Source: an optimization exercise on an open RTL-to-GDS flow (aim: small area and a short achievable clock period). Production flows keep margins and buffers that such runs may drop.
Only simulation tests tie the RTL to the original design; equivalence was not proved.
No driver is modelled on the clock port, so clocking that relies on it looks cheaper here than on a real chip.
Power and IR drop assume default switching activity.

==> design/flow/design.v <==
`timescale 1ns / 1ps
module encrypter_top(
    input             clk,
    input      [0:79] data_in,
    input      [0:63] master_key,
    input      [0:63] baby_key,
    output reg [0:79] data_out,
    output reg [0:7]  crc
    );
    reg  [0:79] data_q;
    reg  [0:63] master_q;
    reg  [0:63] baby_q;
    wire [0:79] data_c;
    wire [0:7]  crc_c;
    encrypter core (
        .data_in(data_q),
        .master_key(master_q),
        .baby_key(baby_q),
        .data_out(data_c),
        .crc(crc_c)
    );
    always @(posedge clk) begin
        data_q   <= data_in;
        master_q <= master_key;
        baby_q   <= baby_key;
        data_out <= data_c;
        crc      <= crc_c;
    end
endmodule

module CRC(
    input  [0:79] data_in,
    output [0:7]  crc
);
    wire [0:9] col [0:7];
    wire [0:9] par;
    genvar m, c;
    generate
        for (c = 0; c < 10; c = c + 1) begin : COL
            assign par[c] = data_in[c]      ^ data_in[c + 10] ^ data_in[c + 20] ^ data_in[c + 30] ^
                            data_in[c + 40] ^ data_in[c + 50] ^ data_in[c + 60] ^ data_in[c + 70];
        end
        for (c = 0; c < 8; c = c + 1) begin : OUT
            assign crc[c] = par[c + 2] ^ ((c % 2 == 0) ? par[0] : par[1]);
        end
    endgenerate
endmodule
module key_creation(
    input  [0:63] master_key,
    input  [0:63] baby_key,
    output [0:63] final_key,
    output [0:7]  gt
);
    genvar i;
    generate
        for (i = 0; i < 8; i = i + 1) begin : BYTE
            assign gt[i] = master_key[8*i +: 8] > baby_key[8*i +: 8];
            assign final_key[8*i +: 8] = gt[i] ? master_key[8*i +: 8] : baby_key[8*i +: 8];
        end
    endgenerate
endmodule
module bit_level_mixing_encode(
    input  [0:79] data_in,
    input  [0:63] final_key,
    output [0:79] data_out
);
    function [0:7] rotr;
        input [0:7] x;
        input [2:0] s;
        reg   [0:7] a, b;
        begin
            a    = s[0] ? {x[7],   x[0:6]} : x;
            b    = s[1] ? {a[6:7], a[0:5]} : a;
            rotr = s[2] ? {b[4:7], b[0:3]} : b;
        end
    endfunction
    genvar b;
    generate
        for (b = 0; b < 10; b = b + 1) begin : BYTE
            assign data_out[8*b +: 8] = rotr(data_in[8*b +: 8], final_key[8*(b % 8) + 5 +: 3]);
        end
    endgenerate
endmodule
module shift_encoding(
    input  [0:79] data_in,
    input  [0:63] final_key,
    input  [0:63] master_key,
    input  [0:63] baby_key,
    input  [0:7]  key_gt,        
    output [0:79] data_out
);
    function [4:0] res5;
        input [3:0] x;
        begin
            res5[0] = (x == 4'd0) | (x == 4'd5) | (x == 4'd10) | (x == 4'd15);
            res5[1] = (x == 4'd1) | (x == 4'd6) | (x == 4'd11);
            res5[2] = (x == 4'd2) | (x == 4'd7) | (x == 4'd12);
            res5[3] = (x == 4'd3) | (x == 4'd8) | (x == 4'd13);
            res5[4] = (x == 4'd4) | (x == 4'd9) | (x == 4'd14);
        end
    endfunction
    function [4:0] add5;
        input [4:0] a, b;
        begin
            add5[0] = (a[0] & b[0]) | (a[1] & b[4]) | (a[2] & b[3]) | (a[3] & b[2]) | (a[4] & b[1]);
            add5[1] = (a[0] & b[1]) | (a[1] & b[0]) | (a[2] & b[4]) | (a[3] & b[3]) | (a[4] & b[2]);
            add5[2] = (a[0] & b[2]) | (a[1] & b[1]) | (a[2] & b[0]) | (a[3] & b[4]) | (a[4] & b[3]);
            add5[3] = (a[0] & b[3]) | (a[1] & b[2]) | (a[2] & b[1]) | (a[3] & b[0]) | (a[4] & b[4]);
            add5[4] = (a[0] & b[4]) | (a[1] & b[3]) | (a[2] & b[2]) | (a[3] & b[1]) | (a[4] & b[0]);
        end
    endfunction
    wire [7:0] kb [0:7];
    wire [4:0] kr [0:7];
    genvar i;
    generate
        for (i = 0; i < 8; i = i + 1) begin : KRES
            wire [7:0] mb = master_key[8*i +: 8];
            wire [7:0] bb = baby_key[8*i +: 8];
            wire [4:0] mr = add5(res5(mb[7:4]), res5(mb[3:0]));
            wire [4:0] br = add5(res5(bb[7:4]), res5(bb[3:0]));
            assign kb[i] = final_key[8*i +: 8];
            assign kr[i] = key_gt[i] ? mr : br;
        end
    endgenerate
    wire [4:0] start5 = add5(add5(add5(kr[0], kr[1]), add5(kr[2], kr[3])),
                             add5(add5(kr[4], kr[5]), add5(kr[6], kr[7])));
    wire       start2 = kb[0][0] ^ kb[1][0] ^ kb[2][0] ^ kb[3][0] ^
                        kb[4][0] ^ kb[5][0] ^ kb[6][0] ^ kb[7][0];
    wire [9:0] st10;
    generate
        for (i = 0; i < 10; i = i + 1) begin : ST10
            assign st10[i] = start5[i % 5] & (start2 == (i % 2));
        end
    endgenerate
    wire [9:1] ts;
    generate
        for (i = 1; i <= 9; i = i + 1) begin : TS
            assign ts[i] = |(st10 >> i);
        end
    endgenerate
    wire [6:0] r7_m   = master_key[0:6];
    wire [6:0] r7_b   = baby_key[0:6];
    wire       top_m  = &r7_m;
    wire       top_b  = &r7_b;
    wire [4:0] s1r_m  = add5(res5(r7_m[6:3]), res5({r7_m[2:0], 1'b1}));
    wire [4:0] s1r_b  = add5(res5(r7_b[6:3]), res5({r7_b[2:0], 1'b1}));
    wire [4:0] sg_m   = s1r_m[0] ? (top_m ? 5'b00010 : 5'b00100) : s1r_m;
    wire [4:0] sg_b   = s1r_b[0] ? (top_b ? 5'b00010 : 5'b00100) : s1r_b;
    wire [4:0] sg     = key_gt[0] ? sg_m : sg_b;
    wire [4:0] sm [0:4];
    assign sm[0] = 5'b00001;
    assign sm[1] = sg;
    assign sm[2] = {sg[2], sg[4], sg[1], sg[3], 1'b0};    
    assign sm[3] = {sg[3], sg[1], sg[4], sg[2], 1'b0};    
    assign sm[4] = {sg[1], sg[2], sg[3], sg[4], 1'b0};    
    wire [4:0] tq [0:4];
    assign tq[0] = start5;
    generate
        for (i = 1; i < 5; i = i + 1) begin : TQ
            assign tq[i] = add5(start5, sm[i]);
        end
    endgenerate
    wire eq31_m = ((r7_m == 7'd15));
    wire eq31_b = ((r7_b == 7'd15));
    wire eq31 = key_gt[0] ? eq31_m : eq31_b;
    wire eq51_m = ((r7_m == 7'd25));
    wire eq51_b = ((r7_b == 7'd25));
    wire eq51 = key_gt[0] ? eq51_m : eq51_b;
    wire eq63_m = ((r7_m == 7'd31));
    wire eq63_b = ((r7_b == 7'd31));
    wire eq63 = key_gt[0] ? eq63_m : eq63_b;
    wire eq73_m = ((r7_m == 7'd36));
    wire eq73_b = ((r7_b == 7'd36));
    wire eq73 = key_gt[0] ? eq73_m : eq73_b;
    wire eq83_m = ((r7_m == 7'd41));
    wire eq83_b = ((r7_b == 7'd41));
    wire eq83 = key_gt[0] ? eq83_m : eq83_b;
    wire eq101_m = ((r7_m == 7'd50));
    wire eq101_b = ((r7_b == 7'd50));
    wire eq101 = key_gt[0] ? eq101_m : eq101_b;
    wire eq109_m = ((r7_m == 7'd54));
    wire eq109_b = ((r7_b == 7'd54));
    wire eq109 = key_gt[0] ? eq109_m : eq109_b;
    wire eq113_m = ((r7_m == 7'd56));
    wire eq113_b = ((r7_b == 7'd56));
    wire eq113 = key_gt[0] ? eq113_m : eq113_b;
    wire eq127_m = ((r7_m == 7'd62) | (r7_m == 7'd63));
    wire eq127_b = ((r7_b == 7'd62) | (r7_b == 7'd63));
    wire eq127 = key_gt[0] ? eq127_m : eq127_b;
    wire eq153_m = ((r7_m == 7'd76));
    wire eq153_b = ((r7_b == 7'd76));
    wire eq153 = key_gt[0] ? eq153_m : eq153_b;
    wire eq159_m = ((r7_m == 7'd79));
    wire eq159_b = ((r7_b == 7'd79));
    wire eq159 = key_gt[0] ? eq159_m : eq159_b;
    wire eq169_m = ((r7_m == 7'd84));
    wire eq169_b = ((r7_b == 7'd84));
    wire eq169 = key_gt[0] ? eq169_m : eq169_b;
    wire eq191_m = ((r7_m == 7'd95));
    wire eq191_b = ((r7_b == 7'd95));
    wire eq191 = key_gt[0] ? eq191_m : eq191_b;
    wire eq199_m = ((r7_m == 7'd99));
    wire eq199_b = ((r7_b == 7'd99));
    wire eq199 = key_gt[0] ? eq199_m : eq199_b;
    wire eq203_m = ((r7_m == 7'd101));
    wire eq203_b = ((r7_b == 7'd101));
    wire eq203 = key_gt[0] ? eq203_m : eq203_b;
    wire eq213_m = ((r7_m == 7'd106));
    wire eq213_b = ((r7_b == 7'd106));
    wire eq213 = key_gt[0] ? eq213_m : eq213_b;
    wire eq219_m = ((r7_m == 7'd109));
    wire eq219_b = ((r7_b == 7'd109));
    wire eq219 = key_gt[0] ? eq219_m : eq219_b;
    wire eq223_m = ((r7_m == 7'd111));
    wire eq223_b = ((r7_b == 7'd111));
    wire eq223 = key_gt[0] ? eq223_m : eq223_b;
    wire eq227_m = ((r7_m == 7'd112) | (r7_m == 7'd113));
    wire eq227_b = ((r7_b == 7'd112) | (r7_b == 7'd113));
    wire eq227 = key_gt[0] ? eq227_m : eq227_b;
    wire eq247_m = ((r7_m == 7'd122) | (r7_m == 7'd123));
    wire eq247_b = ((r7_b == 7'd122) | (r7_b == 7'd123));
    wire eq247 = key_gt[0] ? eq247_m : eq247_b;
    wire eq249_m = ((r7_m == 7'd124));
    wire eq249_b = ((r7_b == 7'd124));
    wire eq249 = key_gt[0] ? eq249_m : eq249_b;
    wire eq251_m = ((r7_m == 7'd125));
    wire eq251_b = ((r7_b == 7'd125));
    wire eq251 = key_gt[0] ? eq251_m : eq251_b;
    wire eq253_m = ((r7_m == 7'd126));
    wire eq253_b = ((r7_b == 7'd126));
    wire eq253 = key_gt[0] ? eq253_m : eq253_b;
    wire ge29_m = ((r7_m[6] | (r7_m[5] | (r7_m[4] | (r7_m[3] & (r7_m[2] & r7_m[1]))))) & ~top_m);
    wire ge29_b = ((r7_b[6] | (r7_b[5] | (r7_b[4] | (r7_b[3] & (r7_b[2] & r7_b[1]))))) & ~top_b);
    wire ge29 = key_gt[0] ? ge29_m : ge29_b;
    wire ge32_m = ((r7_m[6] | (r7_m[5] | r7_m[4])) & ~top_m);
    wire ge32_b = ((r7_b[6] | (r7_b[5] | r7_b[4])) & ~top_b);
    wire ge32 = key_gt[0] ? ge32_m : ge32_b;
    wire ge37_m = ((r7_m[6] | (r7_m[5] | (r7_m[4] & (r7_m[3] | (r7_m[2] | (r7_m[1] | r7_m[0])))))) & ~top_m);
    wire ge37_b = ((r7_b[6] | (r7_b[5] | (r7_b[4] & (r7_b[3] | (r7_b[2] | (r7_b[1] | r7_b[0])))))) & ~top_b);
    wire ge37 = key_gt[0] ? ge37_m : ge37_b;
    wire ge43_m = ((r7_m[6] | (r7_m[5] | (r7_m[4] & (r7_m[3] | (r7_m[2] & (r7_m[1] | r7_m[0])))))) & ~top_m);
    wire ge43_b = ((r7_b[6] | (r7_b[5] | (r7_b[4] & (r7_b[3] | (r7_b[2] & (r7_b[1] | r7_b[0])))))) & ~top_b);
    wire ge43 = key_gt[0] ? ge43_m : ge43_b;
    wire ge52_m = ((r7_m[6] | (r7_m[5] | (r7_m[4] & (r7_m[3] & (r7_m[2] | r7_m[1]))))) & ~top_m);
    wire ge52_b = ((r7_b[6] | (r7_b[5] | (r7_b[4] & (r7_b[3] & (r7_b[2] | r7_b[1]))))) & ~top_b);
    wire ge52 = key_gt[0] ? ge52_m : ge52_b;
    wire ge57_m = ((r7_m[6] | (r7_m[5] | (r7_m[4] & (r7_m[3] & (r7_m[2] | (r7_m[1] & r7_m[0])))))) & ~top_m);
    wire ge57_b = ((r7_b[6] | (r7_b[5] | (r7_b[4] & (r7_b[3] & (r7_b[2] | (r7_b[1] & r7_b[0])))))) & ~top_b);
    wire ge57 = key_gt[0] ? ge57_m : ge57_b;
    wire ge64_m = ((r7_m[6] | r7_m[5]) & ~top_m);
    wire ge64_b = ((r7_b[6] | r7_b[5]) & ~top_b);
    wire ge64 = key_gt[0] ? ge64_m : ge64_b;
    wire ge74_m = ((r7_m[6] | (r7_m[5] & (r7_m[4] | (r7_m[3] | (r7_m[2] & (r7_m[1] | r7_m[0])))))) & ~top_m);
    wire ge74_b = ((r7_b[6] | (r7_b[5] & (r7_b[4] | (r7_b[3] | (r7_b[2] & (r7_b[1] | r7_b[0])))))) & ~top_b);
    wire ge74 = key_gt[0] ? ge74_m : ge74_b;
    wire ge86_m = ((r7_m[6] | (r7_m[5] & (r7_m[4] | (r7_m[3] & (r7_m[2] | r7_m[1]))))) & ~top_m);
    wire ge86_b = ((r7_b[6] | (r7_b[5] & (r7_b[4] | (r7_b[3] & (r7_b[2] | r7_b[1]))))) & ~top_b);
    wire ge86 = key_gt[0] ? ge86_m : ge86_b;
    wire ge96_m = ((r7_m[6] | (r7_m[5] & (r7_m[4] | (r7_m[3] & (r7_m[2] & (r7_m[1] & r7_m[0])))))) & ~top_m);
    wire ge96_b = ((r7_b[6] | (r7_b[5] & (r7_b[4] | (r7_b[3] & (r7_b[2] & (r7_b[1] & r7_b[0])))))) & ~top_b);
    wire ge96 = key_gt[0] ? ge96_m : ge96_b;
    wire ge103_m = ((r7_m[6] | (r7_m[5] & (r7_m[4] & (r7_m[3] | (r7_m[2] | (r7_m[1] & r7_m[0])))))) & ~top_m);
    wire ge103_b = ((r7_b[6] | (r7_b[5] & (r7_b[4] & (r7_b[3] | (r7_b[2] | (r7_b[1] & r7_b[0])))))) & ~top_b);
    wire ge103 = key_gt[0] ? ge103_m : ge103_b;
    wire ge110_m = ((r7_m[6] | (r7_m[5] & (r7_m[4] & (r7_m[3] | (r7_m[2] & (r7_m[1] & r7_m[0])))))) & ~top_m);
    wire ge110_b = ((r7_b[6] | (r7_b[5] & (r7_b[4] & (r7_b[3] | (r7_b[2] & (r7_b[1] & r7_b[0])))))) & ~top_b);
    wire ge110 = key_gt[0] ? ge110_m : ge110_b;
    wire ge114_m = ((r7_m[6] | (r7_m[5] & (r7_m[4] & (r7_m[3] & (r7_m[2] | (r7_m[1] | r7_m[0])))))) & ~top_m);
    wire ge114_b = ((r7_b[6] | (r7_b[5] & (r7_b[4] & (r7_b[3] & (r7_b[2] | (r7_b[1] | r7_b[0])))))) & ~top_b);
    wire ge114 = key_gt[0] ? ge114_m : ge114_b;
    wire ge128_m = (r7_m[6] & ~top_m);
    wire ge128_b = (r7_b[6] & ~top_b);
    wire ge128 = key_gt[0] ? ge128_m : ge128_b;
    wire ge143_m = ((r7_m[6] & (r7_m[5] | (r7_m[4] | (r7_m[3] | (r7_m[2] & (r7_m[1] & r7_m[0])))))) & ~top_m);
    wire ge143_b = ((r7_b[6] & (r7_b[5] | (r7_b[4] | (r7_b[3] | (r7_b[2] & (r7_b[1] & r7_b[0])))))) & ~top_b);
    wire ge143 = key_gt[0] ? ge143_m : ge143_b;
    wire ge147_m = ((r7_m[6] & (r7_m[5] | (r7_m[4] | r7_m[3]))) & ~top_m);
    wire ge147_b = ((r7_b[6] & (r7_b[5] | (r7_b[4] | r7_b[3]))) & ~top_b);
    wire ge147 = key_gt[0] ? ge147_m : ge147_b;
    wire ge154_m = ((r7_m[6] & (r7_m[5] | (r7_m[4] | (r7_m[3] & (r7_m[2] & (r7_m[1] | r7_m[0])))))) & ~top_m);
    wire ge154_b = ((r7_b[6] & (r7_b[5] | (r7_b[4] | (r7_b[3] & (r7_b[2] & (r7_b[1] | r7_b[0])))))) & ~top_b);
    wire ge154 = key_gt[0] ? ge154_m : ge154_b;
    wire ge160_m = ((r7_m[6] & (r7_m[5] | r7_m[4])) & ~top_m);
    wire ge160_b = ((r7_b[6] & (r7_b[5] | r7_b[4])) & ~top_b);
    wire ge160 = key_gt[0] ? ge160_m : ge160_b;
    wire ge171_m = ((r7_m[6] & (r7_m[5] | (r7_m[4] & (r7_m[3] | (r7_m[2] & (r7_m[1] | r7_m[0])))))) & ~top_m);
    wire ge171_b = ((r7_b[6] & (r7_b[5] | (r7_b[4] & (r7_b[3] | (r7_b[2] & (r7_b[1] | r7_b[0])))))) & ~top_b);
    wire ge171 = key_gt[0] ? ge171_m : ge171_b;
    wire ge183_m = ((r7_m[6] & (r7_m[5] | (r7_m[4] & (r7_m[3] & (r7_m[2] | (r7_m[1] & r7_m[0])))))) & ~top_m);
    wire ge183_b = ((r7_b[6] & (r7_b[5] | (r7_b[4] & (r7_b[3] & (r7_b[2] | (r7_b[1] & r7_b[0])))))) & ~top_b);
    wire ge183 = key_gt[0] ? ge183_m : ge183_b;
    wire ge192_m = ((r7_m[6] & r7_m[5]) & ~top_m);
    wire ge192_b = ((r7_b[6] & r7_b[5]) & ~top_b);
    wire ge192 = key_gt[0] ? ge192_m : ge192_b;
    wire ge200_m = ((r7_m[6] & (r7_m[5] & (r7_m[4] | (r7_m[3] | r7_m[2])))) & ~top_m);
    wire ge200_b = ((r7_b[6] & (r7_b[5] & (r7_b[4] | (r7_b[3] | r7_b[2])))) & ~top_b);
    wire ge200 = key_gt[0] ? ge200_m : ge200_b;
    wire ge205_m = ((r7_m[6] & (r7_m[5] & (r7_m[4] | (r7_m[3] | (r7_m[2] & r7_m[1]))))) & ~top_m);
    wire ge205_b = ((r7_b[6] & (r7_b[5] & (r7_b[4] | (r7_b[3] | (r7_b[2] & r7_b[1]))))) & ~top_b);
    wire ge205 = key_gt[0] ? ge205_m : ge205_b;
    wire ge214_m = ((r7_m[6] & (r7_m[5] & (r7_m[4] | (r7_m[3] & (r7_m[2] | (r7_m[1] & r7_m[0])))))) & ~top_m);
    wire ge214_b = ((r7_b[6] & (r7_b[5] & (r7_b[4] | (r7_b[3] & (r7_b[2] | (r7_b[1] & r7_b[0])))))) & ~top_b);
    wire ge214 = key_gt[0] ? ge214_m : ge214_b;
    wire ge220_m = ((r7_m[6] & (r7_m[5] & (r7_m[4] | (r7_m[3] & (r7_m[2] & r7_m[1]))))) & ~top_m);
    wire ge220_b = ((r7_b[6] & (r7_b[5] & (r7_b[4] | (r7_b[3] & (r7_b[2] & r7_b[1]))))) & ~top_b);
    wire ge220 = key_gt[0] ? ge220_m : ge220_b;
    wire ge224_m = ((r7_m[6] & (r7_m[5] & r7_m[4])) & ~top_m);
    wire ge224_b = ((r7_b[6] & (r7_b[5] & r7_b[4])) & ~top_b);
    wire ge224 = key_gt[0] ? ge224_m : ge224_b;
    wire ge228_m = ((r7_m[6] & (r7_m[5] & (r7_m[4] & (r7_m[3] | (r7_m[2] | r7_m[1]))))) & ~top_m);
    wire ge228_b = ((r7_b[6] & (r7_b[5] & (r7_b[4] & (r7_b[3] | (r7_b[2] | r7_b[1]))))) & ~top_b);
    wire ge228 = key_gt[0] ? ge228_m : ge228_b;
    wire g_1_1 = (eq247 & ts[9]) | (eq249 & ts[7]) | (eq251 & ts[5]) | (eq253 & ts[3]);
    wire g_2_1 = ge128 | (eq127 & ts[2]);
    wire g_2_2 = (eq253 & ts[6]);
    wire g_3_1 = ge86 | (eq83 & ts[7]);
    wire g_3_2 = ge171 | (eq169 & ts[5]);
    wire g_3_3 = (eq253 & ts[9]);
    wire g_4_1 = ge64 | (eq63 & ts[4]);
    wire g_4_2 = ge128 | (eq127 & ts[4]);
    wire g_4_3 = ge192 | (eq191 & ts[4]);
    wire g_4_4 = 1'b0;
    wire g_5_1 = ge52 | (eq51 & ts[1]);
    wire g_5_2 = ge103 | (eq101 & ts[7]);
    wire g_5_3 = ge154 | (eq153 & ts[3]);
    wire g_5_4 = ge205 | (eq203 & ts[9]);
    wire g_5_5 = 1'b0;
    wire g_6_1 = ge43;
    wire g_6_2 = ge86;
    wire g_6_3 = ge128 | (eq127 & ts[6]);
    wire g_6_4 = ge171;
    wire g_6_5 = ge214 | (eq213 & ts[2]);
    wire g_6_6 = 1'b0;
    wire g_7_1 = ge37;
    wire g_7_2 = ge74 | (eq73 & ts[1]);
    wire g_7_3 = ge110 | (eq109 & ts[5]);
    wire g_7_4 = ge147;
    wire g_7_5 = ge183;
    wire g_7_6 = ge220 | (eq219 & ts[3]);
    wire g_7_7 = 1'b0;
    wire g_8_1 = ge32 | (eq31 & ts[8]);
    wire g_8_2 = ge64 | (eq63 & ts[8]);
    wire g_8_3 = ge96;
    wire g_8_4 = ge128 | (eq127 & ts[8]);
    wire g_8_5 = ge160 | (eq159 & ts[8]);
    wire g_8_6 = ge192 | (eq191 & ts[8]);
    wire g_8_7 = ge224 | (eq223 & ts[8]);
    wire g_8_8 = 1'b0;
    wire g_9_1 = ge29;
    wire g_9_2 = ge57;
    wire g_9_3 = ge86;
    wire g_9_4 = ge114 | (eq113 & ts[7]);
    wire g_9_5 = ge143;
    wire g_9_6 = ge171;
    wire g_9_7 = ge200 | (eq199 & ts[1]);
    wire g_9_8 = ge228 | (eq227 & ts[5]);
    wire g_9_9 = 1'b0;
    wire [4:0] ix5 [0:9];
    assign ix5[0] = start5;
    wire n1_0 = ~g_1_1;
    wire n1_1 = g_1_1;
    wire n1_2 = 1'b0;
    wire n1_3 = 1'b0;
    wire n1_4 = 1'b0;
    assign ix5[1][0] = (n1_0 & tq[1][0]) | (n1_1 & tq[1][1]);
    assign ix5[1][1] = (n1_0 & tq[1][1]) | (n1_1 & tq[1][2]);
    assign ix5[1][2] = (n1_0 & tq[1][2]) | (n1_1 & tq[1][3]);
    assign ix5[1][3] = (n1_0 & tq[1][3]) | (n1_1 & tq[1][4]);
    assign ix5[1][4] = (n1_0 & tq[1][4]) | (n1_1 & tq[1][0]);
    wire n2_0 = ~g_2_1;
    wire n2_1 = (g_2_1 & ~g_2_2);
    wire n2_2 = g_2_2;
    wire n2_3 = 1'b0;
    wire n2_4 = 1'b0;
    assign ix5[2][0] = (n2_0 & tq[2][0]) | (n2_1 & tq[2][1]) | (n2_2 & tq[2][2]);
    assign ix5[2][1] = (n2_0 & tq[2][1]) | (n2_1 & tq[2][2]) | (n2_2 & tq[2][3]);
    assign ix5[2][2] = (n2_0 & tq[2][2]) | (n2_1 & tq[2][3]) | (n2_2 & tq[2][4]);
    assign ix5[2][3] = (n2_0 & tq[2][3]) | (n2_1 & tq[2][4]) | (n2_2 & tq[2][0]);
    assign ix5[2][4] = (n2_0 & tq[2][4]) | (n2_1 & tq[2][0]) | (n2_2 & tq[2][1]);
    wire n3_0 = ~g_3_1;
    wire n3_1 = (g_3_1 & ~g_3_2);
    wire n3_2 = (g_3_2 & ~g_3_3);
    wire n3_3 = g_3_3;
    wire n3_4 = 1'b0;
    assign ix5[3][0] = (n3_0 & tq[3][0]) | (n3_1 & tq[3][1]) | (n3_2 & tq[3][2]) | (n3_3 & tq[3][3]);
    assign ix5[3][1] = (n3_0 & tq[3][1]) | (n3_1 & tq[3][2]) | (n3_2 & tq[3][3]) | (n3_3 & tq[3][4]);
    assign ix5[3][2] = (n3_0 & tq[3][2]) | (n3_1 & tq[3][3]) | (n3_2 & tq[3][4]) | (n3_3 & tq[3][0]);
    assign ix5[3][3] = (n3_0 & tq[3][3]) | (n3_1 & tq[3][4]) | (n3_2 & tq[3][0]) | (n3_3 & tq[3][1]);
    assign ix5[3][4] = (n3_0 & tq[3][4]) | (n3_1 & tq[3][0]) | (n3_2 & tq[3][1]) | (n3_3 & tq[3][2]);
    wire n4_0 = ~g_4_1;
    wire n4_1 = (g_4_1 & ~g_4_2);
    wire n4_2 = (g_4_2 & ~g_4_3);
    wire n4_3 = (g_4_3 & ~g_4_4);
    wire n4_4 = g_4_4;
    assign ix5[4][0] = (n4_0 & tq[4][0]) | (n4_1 & tq[4][1]) | (n4_2 & tq[4][2]) | (n4_3 & tq[4][3]) | (n4_4 & tq[4][4]);
    assign ix5[4][1] = (n4_0 & tq[4][1]) | (n4_1 & tq[4][2]) | (n4_2 & tq[4][3]) | (n4_3 & tq[4][4]) | (n4_4 & tq[4][0]);
    assign ix5[4][2] = (n4_0 & tq[4][2]) | (n4_1 & tq[4][3]) | (n4_2 & tq[4][4]) | (n4_3 & tq[4][0]) | (n4_4 & tq[4][1]);
    assign ix5[4][3] = (n4_0 & tq[4][3]) | (n4_1 & tq[4][4]) | (n4_2 & tq[4][0]) | (n4_3 & tq[4][1]) | (n4_4 & tq[4][2]);
    assign ix5[4][4] = (n4_0 & tq[4][4]) | (n4_1 & tq[4][0]) | (n4_2 & tq[4][1]) | (n4_3 & tq[4][2]) | (n4_4 & tq[4][3]);
    wire n5_0 = ~g_5_1 | g_5_5;
    wire n5_1 = (g_5_1 & ~g_5_2);
    wire n5_2 = (g_5_2 & ~g_5_3);
    wire n5_3 = (g_5_3 & ~g_5_4);
    wire n5_4 = (g_5_4 & ~g_5_5);
    assign ix5[5][0] = (n5_0 & tq[0][0]) | (n5_1 & tq[0][1]) | (n5_2 & tq[0][2]) | (n5_3 & tq[0][3]) | (n5_4 & tq[0][4]);
    assign ix5[5][1] = (n5_0 & tq[0][1]) | (n5_1 & tq[0][2]) | (n5_2 & tq[0][3]) | (n5_3 & tq[0][4]) | (n5_4 & tq[0][0]);
    assign ix5[5][2] = (n5_0 & tq[0][2]) | (n5_1 & tq[0][3]) | (n5_2 & tq[0][4]) | (n5_3 & tq[0][0]) | (n5_4 & tq[0][1]);
    assign ix5[5][3] = (n5_0 & tq[0][3]) | (n5_1 & tq[0][4]) | (n5_2 & tq[0][0]) | (n5_3 & tq[0][1]) | (n5_4 & tq[0][2]);
    assign ix5[5][4] = (n5_0 & tq[0][4]) | (n5_1 & tq[0][0]) | (n5_2 & tq[0][1]) | (n5_3 & tq[0][2]) | (n5_4 & tq[0][3]);
    wire n6_0 = ~g_6_1 | (g_6_5 & ~g_6_6);
    wire n6_1 = (g_6_1 & ~g_6_2) | g_6_6;
    wire n6_2 = (g_6_2 & ~g_6_3);
    wire n6_3 = (g_6_3 & ~g_6_4);
    wire n6_4 = (g_6_4 & ~g_6_5);
    assign ix5[6][0] = (n6_0 & tq[1][0]) | (n6_1 & tq[1][1]) | (n6_2 & tq[1][2]) | (n6_3 & tq[1][3]) | (n6_4 & tq[1][4]);
    assign ix5[6][1] = (n6_0 & tq[1][1]) | (n6_1 & tq[1][2]) | (n6_2 & tq[1][3]) | (n6_3 & tq[1][4]) | (n6_4 & tq[1][0]);
    assign ix5[6][2] = (n6_0 & tq[1][2]) | (n6_1 & tq[1][3]) | (n6_2 & tq[1][4]) | (n6_3 & tq[1][0]) | (n6_4 & tq[1][1]);
    assign ix5[6][3] = (n6_0 & tq[1][3]) | (n6_1 & tq[1][4]) | (n6_2 & tq[1][0]) | (n6_3 & tq[1][1]) | (n6_4 & tq[1][2]);
    assign ix5[6][4] = (n6_0 & tq[1][4]) | (n6_1 & tq[1][0]) | (n6_2 & tq[1][1]) | (n6_3 & tq[1][2]) | (n6_4 & tq[1][3]);
    wire n7_0 = ~g_7_1 | (g_7_5 & ~g_7_6);
    wire n7_1 = (g_7_1 & ~g_7_2) | (g_7_6 & ~g_7_7);
    wire n7_2 = (g_7_2 & ~g_7_3) | g_7_7;
    wire n7_3 = (g_7_3 & ~g_7_4);
    wire n7_4 = (g_7_4 & ~g_7_5);
    assign ix5[7][0] = (n7_0 & tq[2][0]) | (n7_1 & tq[2][1]) | (n7_2 & tq[2][2]) | (n7_3 & tq[2][3]) | (n7_4 & tq[2][4]);
    assign ix5[7][1] = (n7_0 & tq[2][1]) | (n7_1 & tq[2][2]) | (n7_2 & tq[2][3]) | (n7_3 & tq[2][4]) | (n7_4 & tq[2][0]);
    assign ix5[7][2] = (n7_0 & tq[2][2]) | (n7_1 & tq[2][3]) | (n7_2 & tq[2][4]) | (n7_3 & tq[2][0]) | (n7_4 & tq[2][1]);
    assign ix5[7][3] = (n7_0 & tq[2][3]) | (n7_1 & tq[2][4]) | (n7_2 & tq[2][0]) | (n7_3 & tq[2][1]) | (n7_4 & tq[2][2]);
    assign ix5[7][4] = (n7_0 & tq[2][4]) | (n7_1 & tq[2][0]) | (n7_2 & tq[2][1]) | (n7_3 & tq[2][2]) | (n7_4 & tq[2][3]);
    wire n8_0 = ~g_8_1 | (g_8_5 & ~g_8_6);
    wire n8_1 = (g_8_1 & ~g_8_2) | (g_8_6 & ~g_8_7);
    wire n8_2 = (g_8_2 & ~g_8_3) | (g_8_7 & ~g_8_8);
    wire n8_3 = (g_8_3 & ~g_8_4) | g_8_8;
    wire n8_4 = (g_8_4 & ~g_8_5);
    assign ix5[8][0] = (n8_0 & tq[3][0]) | (n8_1 & tq[3][1]) | (n8_2 & tq[3][2]) | (n8_3 & tq[3][3]) | (n8_4 & tq[3][4]);
    assign ix5[8][1] = (n8_0 & tq[3][1]) | (n8_1 & tq[3][2]) | (n8_2 & tq[3][3]) | (n8_3 & tq[3][4]) | (n8_4 & tq[3][0]);
    assign ix5[8][2] = (n8_0 & tq[3][2]) | (n8_1 & tq[3][3]) | (n8_2 & tq[3][4]) | (n8_3 & tq[3][0]) | (n8_4 & tq[3][1]);
    assign ix5[8][3] = (n8_0 & tq[3][3]) | (n8_1 & tq[3][4]) | (n8_2 & tq[3][0]) | (n8_3 & tq[3][1]) | (n8_4 & tq[3][2]);
    assign ix5[8][4] = (n8_0 & tq[3][4]) | (n8_1 & tq[3][0]) | (n8_2 & tq[3][1]) | (n8_3 & tq[3][2]) | (n8_4 & tq[3][3]);
    wire n9_0 = ~g_9_1 | (g_9_5 & ~g_9_6);
    wire n9_1 = (g_9_1 & ~g_9_2) | (g_9_6 & ~g_9_7);
    wire n9_2 = (g_9_2 & ~g_9_3) | (g_9_7 & ~g_9_8);
    wire n9_3 = (g_9_3 & ~g_9_4) | (g_9_8 & ~g_9_9);
    wire n9_4 = (g_9_4 & ~g_9_5) | g_9_9;
    assign ix5[9][0] = (n9_0 & tq[4][0]) | (n9_1 & tq[4][1]) | (n9_2 & tq[4][2]) | (n9_3 & tq[4][3]) | (n9_4 & tq[4][4]);
    assign ix5[9][1] = (n9_0 & tq[4][1]) | (n9_1 & tq[4][2]) | (n9_2 & tq[4][3]) | (n9_3 & tq[4][4]) | (n9_4 & tq[4][0]);
    assign ix5[9][2] = (n9_0 & tq[4][2]) | (n9_1 & tq[4][3]) | (n9_2 & tq[4][4]) | (n9_3 & tq[4][0]) | (n9_4 & tq[4][1]);
    assign ix5[9][3] = (n9_0 & tq[4][3]) | (n9_1 & tq[4][4]) | (n9_2 & tq[4][0]) | (n9_3 & tq[4][1]) | (n9_4 & tq[4][2]);
    assign ix5[9][4] = (n9_0 & tq[4][4]) | (n9_1 & tq[4][0]) | (n9_2 & tq[4][1]) | (n9_3 & tq[4][2]) | (n9_4 & tq[4][3]);
    wire [4:0] sel [0:9];
    genvar j, k;
    generate
        for (j = 0; j < 10; j = j + 1) begin : SEL
            if (j >= 8) begin : LAST
                assign sel[j] = ix5[j];
            end else if (j >= 6) begin : L1
                assign sel[j] = ix5[j] & ~ix5[j+2];
            end else if (j >= 4) begin : L2
                assign sel[j] = ix5[j] & ~(ix5[j+2] | ix5[j+4]);
            end else if (j >= 2) begin : L3
                assign sel[j] = ix5[j] & ~(ix5[j+2] | ix5[j+4] | ix5[j+6]);
            end else begin : L4
                assign sel[j] = ix5[j] & ~(ix5[j+2] | ix5[j+4] | ix5[j+6] | ix5[j+8]);
            end
        end
    endgenerate
    wire [7:0] ev [0:4];
    wire [7:0] od [0:4];
    generate
        for (k = 0; k < 5; k = k + 1) begin : SLOT
            assign ev[k] = ({8{sel[0][k]}} & data_in[0:7])   | ({8{sel[2][k]}} & data_in[16:23]) |
                           ({8{sel[4][k]}} & data_in[32:39]) | ({8{sel[6][k]}} & data_in[48:55]) |
                           ({8{sel[8][k]}} & data_in[64:71]);
            assign od[k] = ({8{sel[1][k]}} & data_in[8:15])  | ({8{sel[3][k]}} & data_in[24:31]) |
                           ({8{sel[5][k]}} & data_in[40:47]) | ({8{sel[7][k]}} & data_in[56:63]) |
                           ({8{sel[9][k]}} & data_in[72:79]);
        end
    endgenerate
    genvar p;
    generate
        for (p = 0; p < 10; p = p + 1) begin : POS
            assign data_out[8*p +: 8] = ((p % 2) == 0) ? (start2 ? od[p % 5] : ev[p % 5])
                                                       : (start2 ? ev[p % 5] : od[p % 5]);
        end
    endgenerate
endmodule
`timescale 1ns / 1ps
module xor_encoding(
        input [0:79] data_in,
        input [0:63] final_key,
        output [0:79] data_out
    );
    assign data_out[0:7] = data_in[0:7] ^ final_key[0:7];
    assign data_out[8:15] = data_in[8:15] ^ final_key[8:15];
    assign data_out[16:23] = data_in[16:23] ^ final_key[16:23];
    assign data_out[24:31] = data_in[24:31] ^ final_key[24:31];
    assign data_out[32:39] = data_in[32:39] ^ final_key[32:39];
    assign data_out[40:47] = data_in[40:47] ^ final_key[40:47];
    assign data_out[48:55] = data_in[48:55] ^ final_key[48:55];
    assign data_out[56:63] = data_in[56:63] ^ final_key[56:63];
    assign data_out[64:71] = data_in[64:71] ^ final_key[0:7];
    assign data_out[72:79] = data_in[72:79] ^ final_key[8:15];    
endmodule
`timescale 1ns / 1ps
module encrypter(
    input [0:79] data_in,
    input [0:63] master_key,
    input [0:63] baby_key,
    output [0:79] data_out,
    output [0:7] crc
    );
    wire [0:63] final_key;
    wire [0:7]  key_gt;
    wire [0:79] stage_1_out;
    wire [0:79] stage_2_out;
    CRC stage_crc( .data_in(data_in), .crc(crc));
    key_creation creat_key( .master_key(master_key), .baby_key(baby_key), .final_key(final_key), .gt(key_gt) );
    bit_level_mixing_encode stage_1( .data_in(data_in), .data_out(stage_1_out), .final_key(final_key));
    shift_encoding stage_2( .data_in(stage_1_out), .final_key(final_key), .master_key(master_key),
                            .baby_key(baby_key), .key_gt(key_gt), .data_out(stage_2_out));
    xor_encoding stage_3( .data_in(stage_2_out), .final_key(final_key), .data_out(data_out));
endmodule
==> design/flow/flow/run.sh <==
#!/bin/bash
# Layout flow: the standard ORFS flow, except that synthesis maps the
# logic with flow/abc.script (delay-targeted mapping with area recovery)
# instead of ORFS's ABC speed script, and leaves adders to ABC instead of
# extracting full/half adder cells. Registers, flattening and renaming are
# those of the standard synthesis. Placement buffers the ports with buf_1,
# CTS uses clkbuf_8 without dummy loads, and the output registers' clock is
# delayed as a group after CTS (flow/pre_cts.tcl, flow/post_cts.tcl).
set -uo pipefail
export MY_ABC_SCRIPT="$PWD/flow/abc.script"
export SKEW_CELLS="sky130_fd_sc_hd__clkdlybuf4s25_1 sky130_fd_sc_hd__clkdlybuf4s25_1 sky130_fd_sc_hd__clkbuf_1"
bash standard.sh SYNTH_SCRIPT="$PWD/flow/my_synth.tcl" ADDER_MAP_FILE= \
    SETUP_SLACK_MARGIN=15.6 \
    SKIP_CTS_REPAIR_TIMING=1 \
    PRE_CTS_TCL="$PWD/flow/pre_cts.tcl" POST_CTS_TCL="$PWD/flow/post_cts.tcl" \
    "BUFFER_PORTS_ARGS=-buffer_cell sky130_fd_sc_hd__buf_1" \
    "CTS_ARGS=-sink_clustering_enable -repair_clock_nets -dont_use_dummy_load -buf_list {sky130_fd_sc_hd__clkbuf_8 sky130_fd_sc_hd__clkbuf_16}" \
    finish > flow_make.log 2>&1
status=$?
cp -f orfs/logs/*/*/*/*.log . 2>/dev/null || true
exit $status
==> design/flow/flow/abc.script <==
strash
dch
map -D 4500
topo
stime -c
buffer -c
upsize -c -D 4500
dnsize -c -D 4500
==> design/flow/flow/my_synth.tcl <==
# synth_recipe.tcl with ABC's technology mapping script replaced.
proc synth {args} { yosys synth -nofsm -noshare {*}$args }
proc abc {args} {
  set out {}
  set i 0
  while {$i < [llength $args]} {
    set a [lindex $args $i]
    if {$a eq "-script"} {
      lappend out -script $::env(MY_ABC_SCRIPT)
      incr i 2
      continue
    }
    if {$a eq "-D"} {
      incr i 2
      continue
    }
    lappend out $a
    incr i
  }
  puts "abc (flow/abc.script): $out"
  yosys abc {*}$out
}
source $::env(SCRIPTS_DIR)/synth.tcl
# left out here: clear keep_hierarchy, flatten, clean up, hide names made inside functions, write 1_2_yosys.v
==> design/flow/flow/post_cts.tcl <==
# After CTS: delay the output registers' clock (see pre_cts.tcl) by a chain
# of delay cells in front of skew_out_buf, then repair timing with the skew
# in place.
set skew_block [ord::get_db_block]
set skew_db [ord::get_db]
# SKEW_CELLS: the delay cells, first to last
set skew_list $::env(SKEW_CELLS)
set skew_inst [$skew_block findInst skew_out_buf]
set skew_a [$skew_inst findITerm A]
set skew_prev [$skew_a getNet]
$skew_a disconnect
set skew_loc [$skew_inst getLocation]
for {set k 0} {$k < [llength $skew_list]} {incr k} {
  set d [odb::dbInst_create $skew_block [$skew_db findMaster [lindex $skew_list $k]] skew_dly_$k]
  set dn [odb::dbNet_create $skew_block clk_skew_dly_$k]
  $dn setSigType CLOCK
  [$d findITerm A] connect $skew_prev
  [$d findITerm X] connect $dn
  $d setLocation [lindex $skew_loc 0] [lindex $skew_loc 1]
  $d setPlacementStatus PLACED
  set skew_prev $dn
}
$skew_a connect $skew_prev
puts "post_cts: delay cells $skew_list in front of skew_out_buf"
detailed_placement
estimate_parasitics -placement
# cts.tcl's own repair is skipped (SKIP_CTS_REPAIR_TIMING=1) so that it
# sees this skew; the same steps follow here.
repair_timing_helper
detailed_placement
check_placement -verbose
==> design/flow/flow/pre_cts.tcl <==
set skew_block [ord::get_db_block]
set skew_db [ord::get_db]
set skew_clknet [$skew_block findNet clk]
set skew_inst [odb::dbInst_create $skew_block [$skew_db findMaster sky130_fd_sc_hd__clkbuf_8] skew_out_buf]
set skew_net [odb::dbNet_create $skew_block clk_skew_out]
$skew_net setSigType CLOCK
[$skew_inst findITerm A] connect $skew_clknet
[$skew_inst findITerm X] connect $skew_net
set skew_n 0
set skew_x 0
set skew_y 0
foreach it [$skew_clknet getITerms] {
  set inst [$it getInst]
  if {[regexp {^(data_out|crc)\\?\[} [$inst getName]] && [[$it getMTerm] getName] eq "CLK"} {
    $it disconnect
    $it connect $skew_net
    set loc [$inst getLocation]
    incr skew_x [lindex $loc 0]
    incr skew_y [lindex $loc 1]
    incr skew_n
  }
}
puts "pre_cts: moved $skew_n output register clock pins to clk_skew_out"
$skew_inst setLocation [expr {$skew_x / $skew_n}] [expr {$skew_y / $skew_n}]
$skew_inst setPlacementStatus PLACED
detailed_placement
==> design/flow/standard.sh <==
#!/bin/bash
# synth_recipe.tcl (not shown) runs the flow's synth.tcl, then flattens the netlist and writes it again
# the make line also repeats each setting of config.mk as NAME=value (left out here)
make -C /OpenROAD-flow-scripts/flow DESIGN_CONFIG=/design/flow/config.mk WORK_HOME=/design/flow/orfs CLKGATE_MAP_FILE= SYNTH_SCRIPT=/design/flow/synth_recipe.tcl "${@:-finish}"
==> design/flow/config.mk <==
export PLATFORM = sky130hd
export DESIGN_NAME = encrypter_top
export DESIGN_NICKNAME = encrypter_top
export VERILOG_FILES = /design/flow/design.v
export SDC_FILE = /design/flow/constraint.sdc
export NUM_CORES = 4
export LEC_CHECK = 0
export CAP_MARGIN = 30
export CORE_MARGIN = 2
export CORE_UTILIZATION = 55
export HOLD_SLACK_MARGIN = 0.1
export SLEW_MARGIN = 30
==> design/flow/constraint.sdc <==
create_clock -name core_clock -period 22.0 [get_ports {clk}]
set_input_delay 4.4000 -clock core_clock [delete_from_list [all_inputs] [get_ports {clk}]]
set_output_delay 4.4000 -clock core_clock [all_outputs]
set_load 0.01 [all_outputs]
==> results of run 1 <==
-- synthesized netlist by cell type, types with 34 or more instances --
master / n
nand2_1: 750
o22ai_1: 198
nand4_1: 55
mux2i_1: 82
xnor2_1: 64
inv_1: 598
a21oi_1: 143
nand3_1: 50
o2111ai_1: 57
a22oi_1: 189
o21ai_0: 198
o21ai_1: 68
xor2_1: 100
inv_2: 34
a221oi_1: 49
dfxtp_1: 296
nor2_1: 482
clkbuf_1: 44
-- logic make-up (layout without fill, tap and decap cells) --
logic type / after synthesis / in the layout / share of synthesized area, %
AO/OA/AOI/OAI: 1119 / 1120 / 30.84
XOR/XNOR: 165 / 165 / 5.920
buffers and inverters: 718 / 1143 / 11.20
flip-flops: 296 / 296 / 24.05
multiplexers: 82 / 82 / 3.331
AND/OR/NAND/NOR: 1444 / 1448 / 24.67
-- stage by stage --
stage                     hold WS (ns)  instances  utilization [%]
after floorplan                 0.5215       3824                -
after global placement          0.5580       4666            59.67
after detailed placement        0.5778       4666            59.70
after global routing            0.1753       4846            66.50
final                           0.1103       4846            66.50
-- registers in the layout (all words and copies together) (netlist names) --
register / cells
data_q: 80
data_out: 80
baby_q: 64
crc: 8
master_q: 64
-- worst reg2reg max path, delay by kind of cell (launching register included) --
kind	cells	cell delay, ns
xor+xnor	1	0.18
mux	1	0.16
buf+inv	4	0.53
compound gates	14	3.13
simple gates	15	2.55
flops	1	0.38
-- area by class of cell, without the clock buffers --
| type | count | area (sq um) |
|---|---|---|
| tap | 592 | 740.7 |
| fill | 4116 | 14810 |
| inverter | 642 | 2430 |
| buffer | 4 | 37.54 |
| multi-input combinational | 2815 | 16790 |
| sequential | 296 | 5939 |
| timing repair buffer | 462 | 2596 |
-- cells in the final DEF, fill, tap and decap left out, types with 11 or more instances in the layout --
| cell | count |
|---|---|
| nand2_1 | 738 |
| inv_1 | 592 |
| nor2_1 | 456 |
| buf_1 | 292 |
| dfxtp_1 | 285 |
| o22ai_1 | 197 |
| o21ai_0 | 181 |
| a22oi_1 | 169 |
| a21oi_1 | 137 |
| xor2_1 | 100 |
| buf_4 | 99 |
| mux2i_1 | 71 |
| o21ai_1 | 69 |
| xnor2_1 | 63 |
| dlygate4sd3_1 | 57 |
| nand4_1 | 55 |
| o2111ai_1 | 53 |
| nand3_1 | 48 |
| a221oi_1 | 41 |
| inv_2 | 36 |
| clkbuf_16 | 36 |
| o221ai_1 | 32 |
| nor2_2 | 27 |
| o211ai_1 | 25 |
| a211oi_1 | 23 |
| o21a_1 | 22 |
| a22oi_2 | 20 |
| nor3_1 | 18 |
| nand2_2 | 18 |
| nor2_4 | 17 |
| o21ai_2 | 17 |
| a22o_1 | 15 |
| a221oi_2 | 15 |
| o21bai_1 | 13 |
| nor4_2 | 12 |
| or2_2 | 11 |
| dfxtp_2 | 11 |
-- layer usage --
metal / vias to the layer above / track usage, % / routed length (um)
met1: 13730 / 52.86 / 39560
met3: 451 / 9.331 / 12090
met2: 2072 / 61.75 / 42670
li1: 14050 / - / -
met5: - / 0 / 0
met4: 0 / 26.02 / 7689
-- worst max path at each step --
stage	startpoint	to	depth (start not counted)	slack, ns
2_1_floorplan	master_q[16]	data_out[1]	33	16.61
3_3_place_gp	baby_q[49]	data_out[16]	32	14.17
3_5_place_dp	baby_q[3]	data_out[52]	33	14.20
5_1_grt	baby_q[8]	data_out[1]	37	15.34
6_report	data_out[44]	data_out[44]	1	15.60
-- where the power goes --
part | total, uW | switching, uW | internal [uW]
registers | 747 | 88.2 | 659
logic | 2110 | 1400 | 714
clock network | 528 | 241 | 287
total | 3390 | 1730 | 1660
==> flow_summary.toml, run 1 <==
[setup_path]
crit_slowest_cell = "dfxtp_1"
worstPathRequired_ns = 17.60
cp.arrival_ns = 2.00
r2r_end = "data_out[40]"
path_class = "flip-flop to output pin"
crit_fanout = 1
cp-start-kind = "flip-flop"
critPathMaxStageDelay_ns = 0.43
cp_top_family = "flip-flops"
path_buf_inv = 1
crit_path_end_kind = "output pin"
crit_chain = "buf_2"
regToRegStartpoint = "master_q[23]"
reg2reg_depth = 35
ff2ff_setup_slack_ns = 15.65

[clock_network]
clock_latency_ns = 1.39
cts_tree = "built"
clk_pin_slew_ns = 0.07

[run]
maxCapViolCount = 0

[timing]
maxSlewHeadroom_pct = 20.84
finClkSkew_ns = 0.7467
hold_violations = 0
fin_tns_setup_ns = 0
worstMarginPinSlew_ns = 1.175
fmax_ghz = 0.1562
worst_slack_ns = 15.60
period_needed_ns = 6.403
rsz0062_at_grt = "false"
finalCritPeriodShare_pct = 29.10
drv_slew = 0
setup-violations-final = 0

[place]
dp_hpwl_um = 77010
dpl_cell_area_sq_um = 26400
place.gp.congestion = 1.085
dp_slack_ns = 14.20
port_buffers = 296

[die]
die_w_um = 215.7
io_pins = 297
design.core.area_sq_um = 44220
die_h_um = 215.7
rows = 77
initial_core_util_pct = 55.73
dieArea_sq_um = 46510

[drt]
drcViolationCount = 0
vias_per_cell = 6.253
vias = 30300
drt-initial-drc-count = 4240
drt-total-wl_um = 102000
drt_pass1_iterations = 9
ant_nets = 0
routedWlPerCell_um = 21.05

[synthesis]
synthFlopType = "dfxtp_1"
synth_area_per_cell_sq_um = 6.444
synthTopCellsByArea = "dfxtp_1 (24%), nand2_1 (11%), inv_1 (9.1%), nor2_1 (7.3%), a22oi_1 (5.8%)"
synth_largest_area_cell = "dfxtp_1"
synthArstFlopShare_pct = 0
synthCells = 3824
ys_seq_area_share_pct = 24.05
synth_nets = 4033
yosysUniqueCellTypes = 77
synth-seq-cells = 296
synth_area_sq_um = 24640
ys_warn_count = 3
synth-edff-count = 0
synth_top_area_share_pct = 24.05

[outcome]
status = "timing/DRC/antenna clean"

[hold_path]
hold_path_end = "data_out[76]"
min_path_type = "flip-flop to flip-flop"
hp-start = "master_q[12]"
hold_depth = 3

[final_layout]
areaGrowthSynthToFinish_pct = 19.34
design_area_sq_um = 29410
antenna_cells = 0
nNetsFinal = 4465
drive_gt1_share_pct = 10.27

[power_and_ir_drop]
power_leakage_uw = 0.01295
p_per_area_nw_per_um2 = 115.2
power.total_uw = 3389
ir_drop_v = 0.00009329

[global_routing]
grt_pass1_wl_um = 150700
grt_pass1_vias = 26660
antenna_found_initial = 1
grt_max_degree = 56
grt_overflow = 0
grt_use_total_pct = 40.99
==> inputs of run 2 (changes only) <==
--- a/design/flow/design.v
+++ b/design/flow/design.v
@@ -91,12 +91,15 @@
 );
     function [4:0] res5;
         input [3:0] x;
+        reg   [3:0] h, l;
         begin
-            res5[0] = (x == 4'd0) | (x == 4'd5) | (x == 4'd10) | (x == 4'd15);
-            res5[1] = (x == 4'd1) | (x == 4'd6) | (x == 4'd11);
-            res5[2] = (x == 4'd2) | (x == 4'd7) | (x == 4'd12);
-            res5[3] = (x == 4'd3) | (x == 4'd8) | (x == 4'd13);
-            res5[4] = (x == 4'd4) | (x == 4'd9) | (x == 4'd14);
+            h = {x[3] & x[2], x[3] & ~x[2], ~x[3] & x[2], ~x[3] & ~x[2]};
+            l = {x[1] & x[0], x[1] & ~x[0], ~x[1] & x[0], ~x[1] & ~x[0]};
+            res5[0] = (h[0] & l[0]) | (h[1] & l[1]) | (h[2] & l[2]) | (h[3] & l[3]);
+            res5[1] = (h[0] & l[1]) | (h[1] & l[2]) | (h[2] & l[3]);
+            res5[2] = (h[0] & l[2]) | (h[1] & l[3]) | (h[3] & l[0]);
+            res5[3] = (h[0] & l[3]) | (h[2] & l[0]) | (h[3] & l[1]);
+            res5[4] = (h[1] & l[0]) | (h[2] & l[1]) | (h[3] & l[2]);
         end
     endfunction
     function [4:0] add5;
==> design/flow/flow/run.sh (replaced) <==
#!/bin/bash
set -uo pipefail
export MY_ABC_SCRIPT="$PWD/flow/abc.script"
export SKEW_CELLS="sky130_fd_sc_hd__clkdlybuf4s25_1 sky130_fd_sc_hd__clkdlybuf4s25_1 sky130_fd_sc_hd__clkbuf_1"
bash standard.sh SYNTH_SCRIPT="$PWD/flow/my_synth.tcl" ADDER_MAP_FILE= \
    SETUP_SLACK_MARGIN=15.6 \
    SKIP_CTS_REPAIR_TIMING=1 \
    PRE_CTS_TCL="$PWD/flow/pre_cts.tcl" POST_CTS_TCL="$PWD/flow/post_cts.tcl" \
    "BUFFER_PORTS_ARGS=-buffer_cell sky130_fd_sc_hd__buf_1" \
    "CTS_ARGS=-sink_clustering_enable -repair_clock_nets -dont_use_dummy_load -buf_list {sky130_fd_sc_hd__clkbuf_8 sky130_fd_sc_hd__clkbuf_16}" \
    finish > flow_make.log 2>&1
status=$?
cp -f orfs/logs/*/*/*/*.log . 2>/dev/null || true
exit $status
==> run 2 against run 1 <==
  * Synthesized area rose by 0.27%
  * Sequential power barely moved
  * Die area rose by 0.27%
  * Via count fell by 1.4%
  * Core utilization rose by 0.53 points
  * Final cell count rose by 0.50%
  * Critical path type unchanged
  * Largest cell class unchanged
==> flow_summary.toml, run 2 <==
[outcome]
status = "timing/DRC/antenna clean"

[setup_path]
cp-start-kind = "flip-flop"
critPathMaxStageDelay_ns = 0.42
path_class = "flip-flop to output pin"
crit_path_end_kind = "output pin"
cp_top_family = "flip-flops"
crit_chain = "buf_2"
cp.arrival_ns = 2.02
crit_fanout = 1
worstPathRequired_ns = 17.60
path_buf_inv = 1
crit_slowest_cell = "dfxtp_1"

[timing]
worst_slack_ns = 15.58
maxSlewHeadroom_pct = 13.34
setup-violations-final = 0
period_needed_ns = 6.416
worstMarginPinSlew_ns = 1.286
holdWs_ns = 0.07174
fin_tns_setup_ns = 0
hold_violations = 0
rsz0062_at_grt = "false"
finClkSkew_ns = 0.8111
fmax_ghz = 0.1559
drv_slew = 0
finalCritPeriodShare_pct = 29.16

[clock_network]
clk_pin_slew_ns = 0.06
cts_tree = "built"
clock_latency_ns = 1.42

[final_layout]
final.fill_count = 4015
multi_input_area_sq_um = 16990
antenna_cells = 0
drive_gt1_share_pct = 10.24
final_cell_mix = "nand2_1 (742), inv_1 (619), nor2_1 (464)"
areaGrowthSynthToFinish_pct = 20.22
top_regs = "data_out x80, data_q x80"
regArea_sq_um = 5957
nNetsFinal = 4489
final_common_cell = "nand2_1"

[place]
dp_slack_ns = 13.91
port_buffers = 296
dp_hpwl_um = 74690
place.gp.congestion = 1.081

[global_routing]
grt_pass1_vias = 26280
grt_max_degree = 52
antenna_found_initial = 0
grt_overflow = 0
grt_pass1_wl_um = 146500
grt_use_total_pct = 39.76

[synthesis]
synth_area_per_cell_sq_um = 6.413
synth-edff-count = 0
synthFlopType = "dfxtp_1"
synth_largest_area_cell = "dfxtp_1"
synth_top_area_share_pct = 23.98
synth-seq-cells = 296
yosysUniqueCellTypes = 80
yosysMostFrequentCell = "nand2_1"
ys_seq_area_share_pct = 23.98
synthArstFlopShare_pct = 0
ys_warn_count = 3
synth_area_sq_um = 24710
netlist_top_cells_count = "nand2_1 (751), inv_1 (621), nor2_1 (478)"
synthTopCellsByArea = "dfxtp_1 (24%), nand2_1 (11%), inv_1 (9.4%), nor2_1 (7.3%), a22oi_1 (6.3%)"
synth_nets = 4062
synthCells = 3853

[power_and_ir_drop]
ir_drop_v = 0.0001030
power.total_uw = 3492
power_leakage_uw = 0.01311
p_per_area_nw_per_um2 = 117.6

[drt]
drt-initial-drc-count = 4018
drt_pass1_iterations = 27
vias_per_cell = 6.136
drt-total-wl_um = 98940
ant_nets = 0
vias = 29880
drcViolationCount = 0
routedWlPerCell_um = 20.32
routed-wl-met3_um = 11900
wl_met2_um = 41820
highest_layer = "met4"
wl_met1_um = 38590

[die]
rows = 77
die_w_um = 216.0
design.core.area_sq_um = 44320
dieArea_sq_um = 46640
io_pins = 297
initial_core_util_pct = 55.76
die_h_um = 216.0

[hold_path]
min_path_type = "flip-flop to flip-flop"

[run]
maxCapViolCount = 0
[run 2: worst paths after layout]
kind	startpoint	endpoint	slack, ns	cells past startpoint
hold / removal	baby_q[27]	data_out[27]	0.07	3
hold reg to reg	baby_q[27]	data_out[27]	0.07	3
setup / recovery	data_out[32]	data_out[32]	15.58	1
setup reg to reg	master_q[18]	data_out[15]	15.76	32
[run 2: final cells by class, without the clock buffers]
class,instances,share of cell area [%]
plain buffers,4,0.1264
inverters,656,8.306
multi-input cells,2824,57.20
flip-flops and latches,296,20.05
well taps,592,2.493
repair buffers,462,8.790
[run 2: cell families (layout without fill, tap and decap cells)]
logic type	after synthesis	count (layout)	share of synthesized area [%]
AOI/OAI and AO/OA	1136	1137	31.33
xor gates and xnor gates	167	167	6.010
buffers and inverters	737	1158	11.43
DFF	296	296	23.98
muxes	74	74	2.998
and+or+nand+nor	1443	1446	24.24
[run 2: stage by stage]
| step | instance area [sq um] | util [%] | instances |
|---|---|---|---|
| final | 29710 | 67.03 | 4870 |
| after global placement | 26540 | 59.89 | 4699 |
| after global routing | 29710 | 67.03 | 4870 |
| after detailed placement | 26570 | 59.94 | 4699 |
| after floorplan | 24710 | - | 3853 |
[run 2: report_power, final]
part	internal (uW)	switching, uW	leakage, uW	total (uW)
clock	294	226	0.000460	519
sequential	663	86.2	0.00250	749
combinational	768	1460	0.0102	2220
[run 2: per-layer routing]
metal / up-vias / global-route usage [%]
met5: - / 0
met4: 0 / 21.39
met3: 410 / 10.04
met2: 1909 / 61.38
met1: 13460 / 50.93
li1: 14110 / -
==> inputs of run 3 (changes only) <==
--- a/design/flow/flow/post_cts.tcl
+++ b/design/flow/flow/post_cts.tcl
@@ -22,6 +22,21 @@
 }
 $skew_a connect $skew_prev
 puts "post_cts: delay cells $skew_list in front of skew_out_buf"
+# The output registers and port buffers drive the output ports' paths,
+# which the delayed clock makes the tightest at the ports: one size up.
+set up_n 0
+foreach inst [$skew_block getInsts] {
+  set n [$inst getName]
+  set m [[$inst getMaster] getName]
+  if {[regexp {^(data_out|crc)\\?\[} $n] && $m eq "sky130_fd_sc_hd__dfxtp_1"} {
+    $inst swapMaster [$skew_db findMaster sky130_fd_sc_hd__dfxtp_2]
+    incr up_n
+  } elseif {[regexp {^output[0-9]+$} $n] && $m eq "sky130_fd_sc_hd__buf_1"} {
+    $inst swapMaster [$skew_db findMaster sky130_fd_sc_hd__buf_2]
+    incr up_n
+  }
+}
+puts "post_cts: sized up $up_n output registers and port buffers"
 detailed_placement
 estimate_parasitics -placement
 # cts.tcl's own repair is skipped (SKIP_CTS_REPAIR_TIMING=1) so that it
==> run 3 against run 2 <==
  * Still clean
  * Combinational power barely moved
  * Sequential share of layout area rose by 0.14 points
  * Design area rose by 0.80%
  * Via count rose by 0.34%
  * Critical path depth did not move
  * Critical path type unchanged
  * Highest routed layer unchanged
==> flow_summary.toml, run 3 <==
[power_and_ir_drop]
p_per_area_nw_per_um2 = 117.9
ir_drop_v = 0.0001043
power_leakage_uw = 0.01337

[timing]
rsz0062_at_grt = "true"
finalCritPeriodShare_pct = 29.06
drv_slew = 0
hold_violations = 0
period_needed_ns = 6.393
fmax_ghz = 0.1564
worstMarginPinSlew_ns = 1.297
maxSlewHeadroom_pct = 12.65
finClkSkew_ns = 0.7993
setup-violations-final = 0
fin_tns_setup_ns = 0

[setup_path]
crit_chain = "buf_2"
path_class = "flip-flop to output pin"
reg2reg_depth = 30
r2r_end = "data_out[59]"
ff2ff_setup_slack_ns = 15.66
critPathMaxStageDelay_ns = 0.41
startpoint = "data_out[56]"
cp.arrival_ns = 1.99
worstPathRequired_ns = 17.60
cp_top_family = "flip-flops"
cp-start-kind = "flip-flop"
regToRegStartpoint = "master_q[18]"
crit_slowest_cell = "dfxtp_2"
crit_fanout = 1
path_buf_inv = 1
crit_path_end_kind = "output pin"
path_depth = 1

[place]
port_buffers = 296
place.gp.congestion = 1.081
dp_hpwl_um = 74690
dpl_cell_area_sq_um = 26570

[final_layout]
nNetsFinal = 4497
top_regs = "data_out x80, data_q x80"
design_area_sq_um = 29940
regArea_sq_um = 6047
areaGrowthSynthToFinish_pct = 21.18
final_common_cell = "nand2_1"
final.fill_count = 3964
multi_input_area_sq_um = 16970
drive_gt1_share_pct = 14.02
final_cell_mix = "nand2_1 (741), inv_1 (619), nor2_1 (464)"

[drt]
drt-initial-drc-count = 4141
drt_pass1_iterations = 27
drt-total-wl_um = 99660
vias = 29990
drcViolationCount = 0
vias_per_cell = 6.146
ant_nets = 0
routedWlPerCell_um = 20.43

[synthesis]
synthCells = 3853
synthTopCellsByArea = "dfxtp_1 (24%), nand2_1 (11%), inv_1 (9.4%), nor2_1 (7.3%), a22oi_1 (6.3%)"
synth_area_sq_um = 24710
synth_top_area_share_pct = 23.98
ys_seq_area_share_pct = 23.98
yosysMostFrequentCell = "nand2_1"
netlist_top_cells_count = "nand2_1 (751), inv_1 (621), nor2_1 (478)"
yosysUniqueCellTypes = 80
ys_warn_count = 3
synth_area_per_cell_sq_um = 6.413
synthFlopType = "dfxtp_1"
synth-edff-count = 0
synthArstFlopShare_pct = 0
synth_nets = 4062
synth_largest_area_cell = "dfxtp_1"
synth-seq-cells = 296

[outcome]
status = "timing/DRC/antenna clean"

[hold_path]
hp-start = "master_q[28]"
min_path_type = "flip-flop to flip-flop"
hold_depth = 3
hold_path_end = "data_out[28]"

[die]
dieArea_sq_um = 46640
rows = 77
design.core.area_sq_um = 44320
die_w_um = 216.0
io_pins = 297
die_h_um = 216.0
initial_core_util_pct = 55.76

[global_routing]
antenna_found_initial = 1
grt_overflow = 0
grt_pass1_vias = 26380
grt_use_total_pct = 39.90
grt_max_degree = 52
grt_pass1_wl_um = 147100

[run]
maxCapViolCount = 0

[clock_network]
clk_pin_slew_ns = 0.07
clock_latency_ns = 1.41
cts_tree = "built"
==> run 3: area by class of cell, without the clock buffers <==
cell class / count / area share [%]
multi-input combinational: 2824 / 56.66
sequential: 296 / 20.20
timing repair buffer: 470 / 9.285
inverter: 656 / 8.240
tap: 592 / 2.474
buffer: 4 / 0.1254
antenna: 1 / 0.008357
==> run 3: through the flow <==
stage	instances	hold WS (ns)	worst slack (ns)	utilization [%]	total power, uW
6_report	4879	0.08179	15.61	67.56	3530
5_1_grt	4878	0.1189	15.33	67.56	3674
3_5_place_dp	4699	0.5680	13.91	59.94	2600
3_3_place_gp	4699	0.5618	13.98	59.89	2597
2_1_floorplan	3853	0.5339	16.40	-	2004
==> run 3: per-layer routing <==
layer	vias up	GRT usage, %	wire [um]
met1	13500	50.86	38880
met5	-	0	0
met2	1915	61.91	42620
li1	14140	-	-
met3	431	10.19	11630
met4	0	21.23	6542
==> run 3: logic make-up (layout without fill, tap and decap cells) <==
logic type	Yosys count	count (layout)	share of synthesized area [%]
AOI/OAI and AO/OA	1136	1137	31.33
xor gates and xnor gates	167	167	6.010
buffers and inverters	737	1166	11.43
DFF	296	296	23.98
muxes	74	74	2.998
other	0	1	0
and+or+nand+nor	1443	1446	24.24
==> run 3: power by group <==
| part | internal (uW) | leakage [uW] | switching (uW) |
|---|---|---|---|
| combinational | 790 | 0.0104 | 1460 |
| clock | 294 | 0.000460 | 227 |
| sequential | 677 | 0.00250 | 84.1 |
==> run 3: worst max-delay path by stage <==
stage | slack [ns] | to
6_report | 15.61 | data_out[56]
5_1_grt | 15.33 | data_out[59]
3_5_place_dp | 13.91 | data_out[74]
3_3_place_gp | 13.98 | data_out[74]
2_1_floorplan | 16.40 | data_out[21]

port drivers added, routing unchanged:
Ports are ideal in the flow. The routed layouts listed here were re-timed in OpenROAD. Step 1 (the two cells are an assumption about what drives the block):
set clk [get_ports {clk}]
set_driving_cell -lib_cell sky130_fd_sc_hd__clkbuf_16 $clk
set_driving_cell -lib_cell sky130_fd_sc_hd__buf_2 [delete_from_list [all_inputs] $clk]
Step 2, shift: input delay + t, output delay - t, t = (earliest + latest rising clock arrival at the registers) / 2. This alone moves slack from input paths to output paths. a / b / c = ideal / step 1 / step 2; a / b = the first two.
run | t (ns) | setup slack, ns | clock arrival spread, ns | worst register clock-pin slew, ns | cell pins on the clock port's net
run 1 | 1.086 | 15.597 / 15.527 / 15.649 | 0.746 / 0.746 | 0.09 / 0.09 | 2
run 2 | 1.090 | 15.584 / 15.511 / 15.756 | 0.811 / 0.811 | 0.07 / 0.07 | 2
run 3 | 1.087 | 15.607 / 15.533 / 15.663 | 0.800 / 0.800 | 0.07 / 0.07 | 2
Clock arrivals are far apart in every run listed, so t is only a midpoint there and step 2 fits no single register.
